This is an optimization exercise on Yosys and OpenROAD, whose aim is small area, a short achievable clock period and few clock cycles per item, not a production implementation. RTL that was checked went through simulation tests only; none was proved equivalent to the original. No activity file was given, so power comes from the tool's default toggle rates.

lane 1:
## cache_controller
module cache_controller(
    input  logic         clk,
    input  logic         rst_n,
    input  logic         read_req,      
    input  logic         write_req,     
    input  logic         cache_flush,   
    input  logic [31:0]  p_addr,        
    output logic [31:0]  m_addr,        
    input  logic [31:0]  p_w_data,      
    output logic [31:0]  p_r_data,      
    input  logic [127:0] m_r_data,      
    output logic [127:0] m_w_data,      
    input  logic         main_mem_ack,  
    output logic         mem_write,     
    output logic         mem_read,      
    output logic         stall,         
    output logic         p_ready        
);
    logic [127:0] line;     
    logic [27:0]  tag;      
    logic         valid;
    logic         dirty;
    logic         hit_r;    
    logic         rd_r;     
    logic         wr_r;     
    logic [1:0]   off;
    logic         rw, idle, hit, fill_done;
    logic [3:0]   wsel;
    assign off  = p_addr[3:2];
    assign rw   = read_req | write_req;
    assign idle = !hit_r && !rd_r && !wr_r;
    assign hit  = valid && (tag == p_addr[31:4]);
    assign mem_write = wr_r;
    assign mem_read  = rd_r;
    assign m_addr    = {(wr_r ? tag : p_addr[31:4]), 4'b0000};
    assign m_w_data  = line;
    assign fill_done = rd_r && main_mem_ack;
    assign p_ready   = hit_r || fill_done || (cache_flush && ((idle && !dirty) || (wr_r && main_mem_ack)));
    assign stall     = (read_req | write_req | cache_flush) & ~p_ready;
    always_comb begin
        case (off)
        2'd0: p_r_data = main_mem_ack ? m_r_data[31:0]   : line[31:0];
        2'd1: p_r_data = main_mem_ack ? m_r_data[63:32]  : line[63:32];
        2'd2: p_r_data = main_mem_ack ? m_r_data[95:64]  : line[95:64];
        default: p_r_data = main_mem_ack ? m_r_data[127:96] : line[127:96];
        endcase
    end
    always_comb begin
        for (int k = 0; k < 4; k++)
            wsel[k] = write_req && ((idle && hit) || fill_done) && (off == 2'(k));
    end
    always_ff @(posedge clk) begin
  ...
Size in the first run: roughly 160 flip-flops, ~390 I/O pins.
make LEC_CHECK=0 CAP_MARGIN=20 CORE_MARGIN=2 CORE_UTILIZATION=40 SLEW_MARGIN=20 finish   # period 6.0 ns
run.sh (not shown) runs the stock make flow with config.mk's settings and CLKGATE_MAP_FILE= SYNTH_SCRIPT=/design/flow/synth_recipe.tcl, a recipe that flattens the netlist after the stock synthesis.
Lane 1 completed end to end with timing, DRC and antenna clean.
### lane 1 -> lane 2
==> flow/flow/run.sh (new file) <==
#!/bin/bash
# Standard layout, with plain buffers on the ports.
cp standard.sh standard_sh_copy.txt
export BUFFER_PORTS_ARGS="-buffer_cell sky130_fd_sc_hd__buf_2"
bash standard.sh > standard.log 2>&1
==> flow/standard.sh (new file) <==
#!/bin/bash
# synth_recipe.tcl (not shown) runs the flow's synth.tcl, then flattens the netlist and writes it again
# the make line also repeats each setting of config.mk as NAME=value (left out here)
make -C /OpenROAD-flow-scripts/flow DESIGN_CONFIG=/design/flow/config.mk WORK_HOME=/design/flow/orfs CLKGATE_MAP_FILE= SYNTH_SCRIPT=/design/flow/synth_recipe.tcl "${@:-finish}"
removed: flow/run.sh
- Taking lane 1 as the reference, in lane 2 static leakage lost 0.80%, number of vias after detailed routing lost 1.8%, switching power total lost about 2.7%, setup slack picked up an extra 0.47 ns.
- When the final numbers for lane 2 and lane 1 were put side by side, the routed wire length turned out to be smaller in lane 2.
- Lane 2 ends up with higher clock share of power than lane 1 does.
- Comparing internal power for lane 2 and lane 1, the smaller number came from lane 2.
- Lane 2 vs lane 1, aggregate global-route resource usage went down by 2.6 points.
- Total power of lane 2 is lower than that of lane 1.
No functional check of the RTL was part of any run of this note.

========
The RTL this note starts from:
==> flow/design.v <==
module cache_controller(
    input  logic         clk,
    input  logic         rst_n,
    input  logic         read_req,      
    input  logic         write_req,     
    input  logic         cache_flush,   
    input  logic [31:0]  p_addr,        
    output logic [31:0]  m_addr,        
    input  logic [31:0]  p_w_data,      
    output logic [31:0]  p_r_data,      
    input  logic [127:0] m_r_data,      
    output logic [127:0] m_w_data,      
    input  logic         main_mem_ack,  
    output logic         mem_write,     
    output logic         mem_read,      
    output logic         stall,         
    output logic         p_ready        
);
    localparam PB = 3;      
    logic [127:0] line;     
    logic [27:0]  tag;      
    logic         valid;
    logic         dirty;
    logic         hit_r;    
    logic         miss_r;   
    logic         rd_r;     
    logic         wr_r;     
    logic         ack_r;    
    logic [3:0]   selm_r [2];  
    logic [3:0]   sell_r [2];  
    logic         rw, any, done, match, miss, fill_done, wb_done, fill_next;
    logic [3:0]   word;     
    logic [3:0]   wsel;     
    logic [3:0]   fsel;     
    logic [3:0]   hold;     
    logic [127:0] line_d;
    assign rw    = read_req | write_req;
    assign any   = read_req | write_req | cache_flush;
    assign match = valid && (tag == p_addr[31:4]);
    assign miss  = (tag[PB-1:0] != p_addr[PB+3:4]) || miss_r;
    assign fill_done = rd_r && main_mem_ack;
    assign wb_done   = wr_r && main_mem_ack;
    assign mem_write = dirty && ((rw && miss) || cache_flush);
    assign mem_read  = rw && !dirty && miss;
    assign m_addr    = {(dirty ? tag : p_addr[31:4]), 4'b0000};
    assign m_w_data  = line;
    assign done    = hit_r || (main_mem_ack && ack_r) || (cache_flush && !dirty);
    assign p_ready = any && done;
    assign stall   = any && !done;
    always_comb begin
        for (int h = 0; h < 2; h++) begin
            p_r_data[16*h +: 16] = 16'd0;
            for (int k = 0; k < 4; k++)
                p_r_data[16*h +: 16] = p_r_data[16*h +: 16]
                                     | ({16{selm_r[h][k]}} & m_r_data[32*k+16*h +: 16])
                                     | ({16{sell_r[h][k]}} & line[32*k+16*h +: 16]);
        end
    end
    always_comb begin
        for (int k = 0; k < 4; k++) begin
            word[k] = (p_addr[3:2] == 2'(k));
            wsel[k] = write_req && word[k] && (hit_r || fill_done);
            fsel[k] = fill_done && !wsel[k];
            hold[k] = !wsel[k] && !fill_done;
            line_d[32*k +: 32] = ({32{hold[k]}} & line[32*k +: 32])
                               | ({32{wsel[k]}} & p_w_data)
                               | ({32{fsel[k]}} & m_r_data[32*k +: 32]);
        end
    end
    assign fill_next = mem_read && !main_mem_ack;
    always_ff @(posedge clk) begin
        line <= line_d;
        for (int h = 0; h < 2; h++) begin
            selm_r[h] <= word & {4{fill_next}};
            sell_r[h] <= word & {4{!fill_next}};
        end
        if (fill_done)
            tag <= p_addr[31:4];
    end
    always_ff @(posedge clk or negedge rst_n) begin
        if (!rst_n) begin
            valid  <= 1'b0;
            dirty  <= 1'b0;
            hit_r  <= 1'b0;
            miss_r <= 1'b1;
            rd_r   <= 1'b0;
            wr_r   <= 1'b0;
            ack_r  <= 1'b0;
        end else begin
            hit_r  <= stall && rw && match;
            miss_r <= (stall && !match) || !(valid || fill_done);
            rd_r   <= fill_next;
            wr_r   <= mem_write && !main_mem_ack;
            ack_r  <= (mem_read || (mem_write && cache_flush)) && !main_mem_ack;
            if (fill_done)
                valid <= 1'b1;
            if (wb_done)
                dirty <= 1'b0;
            else if (write_req && (hit_r || fill_done))
                dirty <= 1'b1;
        end
    end
endmodule
==> flow/config.mk <==
export PLATFORM = sky130hd
export DESIGN_NAME = cache_controller
export DESIGN_NICKNAME = cache_controller
export VERILOG_FILES = /design/flow/design.v
export SDC_FILE = /design/flow/constraint.sdc
export NUM_CORES = 4
export LEC_CHECK = 0
export CAP_MARGIN = 20
export CELL_PAD_IN_SITES_DETAIL_PLACEMENT = 1
export CORE_MARGIN = 2
export CORE_UTILIZATION = 50
export CTS_BUF_LIST = sky130_fd_sc_hd__clkbuf_8
export SETUP_SLACK_MARGIN = 2.8
export SLEW_MARGIN = 20
==> flow/constraint.sdc <==
create_clock -name core_clock -period 6.0 [get_ports {clk}]
set_input_delay 1.2000 -clock core_clock [delete_from_list [all_inputs] [get_ports {clk}]]
set_output_delay 1.2000 -clock core_clock [all_outputs]
set_load 0.01 [all_outputs]
standard.sh (not shown) runs the stock make flow with config.mk's settings and CLKGATE_MAP_FILE= SYNTH_SCRIPT=/design/flow/synth_recipe.tcl, a recipe that flattens the netlist after the stock synthesis.
==> flow/flow/run.sh <==
#!/bin/bash
# Standard layout with two changes:
#  - synthesis maps the logic with an area-oriented ABC script
#    (flow/abc_area.script) instead of ORFS's speed script; everything else
#    in the standard flow's synthesis script (synth_recipe.tcl) is kept;
#  - the ports get plain buf_1 buffers (buffer_ports -buffer_cell).
set -euo pipefail
W=$PWD
# synth_recipe.tcl with a wrapper that swaps the ABC script
{
  head -n 1 synth_recipe.tcl
  cat <<EOT
proc abc {args} {
  set i [lsearch -exact \$args -script]
  if {\$i >= 0} { set args [lreplace \$args [expr {\$i+1}] [expr {\$i+1}] $W/flow/abc_area.script] }
  yosys abc {*}\$args
}
EOT
  tail -n +2 synth_recipe.tcl
} > synth_area.tcl
sed "s#SYNTH_SCRIPT=[^ ]*synth_recipe.tcl#SYNTH_SCRIPT=$W/synth_area.tcl#" standard.sh > standard_area.sh
grep -q "SYNTH_SCRIPT=$W/synth_area.tcl" standard_area.sh
export BUFFER_PORTS_ARGS="-buffer_cell sky130_fd_sc_hd__buf_1"
bash standard_area.sh > standard.log 2>&1
==> flow/flow/abc_area.script <==
strash
&get -n
&fraig -x
&put
dc2
strash
&get -n
&dch -f
&nf -R 1000
&put
The starting point died in 5_1_grt with GRT-0232.
Testbench counts at the start, summed over its fixed seeds: cycles 67,648, items 12,008.
==> next run, changes <==
--- a/flow/config.mk
+++ b/flow/config.mk
@@ -7,8 +7,7 @@
 export LEC_CHECK = 0
 export CAP_MARGIN = 20
-export CELL_PAD_IN_SITES_DETAIL_PLACEMENT = 1
 export CORE_MARGIN = 2
 export CORE_UTILIZATION = 50
 export CTS_BUF_LIST = sky130_fd_sc_hd__clkbuf_8
-export SETUP_SLACK_MARGIN = 2.8
+export SETUP_SLACK_MARGIN = 2.9
 export SLEW_MARGIN = 20
Effect: This time the run ran to the end with no violations. Area after synthesis is unchanged. Synthesized cell count is unchanged.
==> next run, changes <==
--- a/flow/config.mk
+++ b/flow/config.mk
@@ -10,4 +10,4 @@
 export CORE_UTILIZATION = 50
 export CTS_BUF_LIST = sky130_fd_sc_hd__clkbuf_8
-export SETUP_SLACK_MARGIN = 2.9
+export SETUP_SLACK_MARGIN = 2.7
 export SLEW_MARGIN = 20
Effect: Synthesized cell count stays the same. Cell area drops by 3.7%. Via count drops by 1.6%. Worst hold slack barely changes. Core utilization drops by 2.6 points. Register-to-register slack gets worse by 0.14 ns. Synthesized area is unchanged. Setup slack gets worse by 0.24 ns. Routed wire length drops by 1.7%.
==> next run, changes <==
--- a/flow/config.mk
+++ b/flow/config.mk
@@ -10,4 +10,4 @@
 export CORE_UTILIZATION = 50
 export CTS_BUF_LIST = sky130_fd_sc_hd__clkbuf_8
-export SETUP_SLACK_MARGIN = 2.7
+export SETUP_SLACK_MARGIN = 3.0
 export SLEW_MARGIN = 20
Global-route usage went up by 1.9 points; setup slack improves by 0.26 ns; sequential power barely changes; first-iteration DRC count went down slightly; register-to-register slack improves by 0.16 ns; worst hold slack hardly moves; die area does not change.

==> re-timing with driven ports <==
The results above use ideal ports. As a check the final layouts listed here were re-extracted and re-timed, cells and wires unchanged.
Step 1: set_driving_cell puts a clkbuf_16 on clk and a buf_2 on each other input, an assumption about the parent block.
Step 2 also shifts input and output timing later by t, the mid clock arrival at the registers, as if the neighbouring blocks saw the same clock.
Slacks: no drivers / after step 1 / after step 2; pairs: no drivers / after step 1.
run | shift t [ns] | setup WS [ns] | cell pins on the clock port's net
lane 1 | 0.466 | 1.111 / 1.086 / 0.979 | 1
lane 2 | 0.462 | 1.579 / 1.554 / 1.348 | 1
the second run of note 2 | 0.500 | 2.796 / 2.757 / 2.334 | 1
the third run of note 2 | 0.510 | 2.553 / 2.575 / 2.065 | 1
the fourth run of note 2 | 0.510 | 2.814 / 2.775 / 2.395 | 1
After both steps every run listed still meets setup and hold. For the third run of note 2, which loses most, drivers alone change the setup slack by +0.022 ns; drivers and shift together by -0.488 ns.
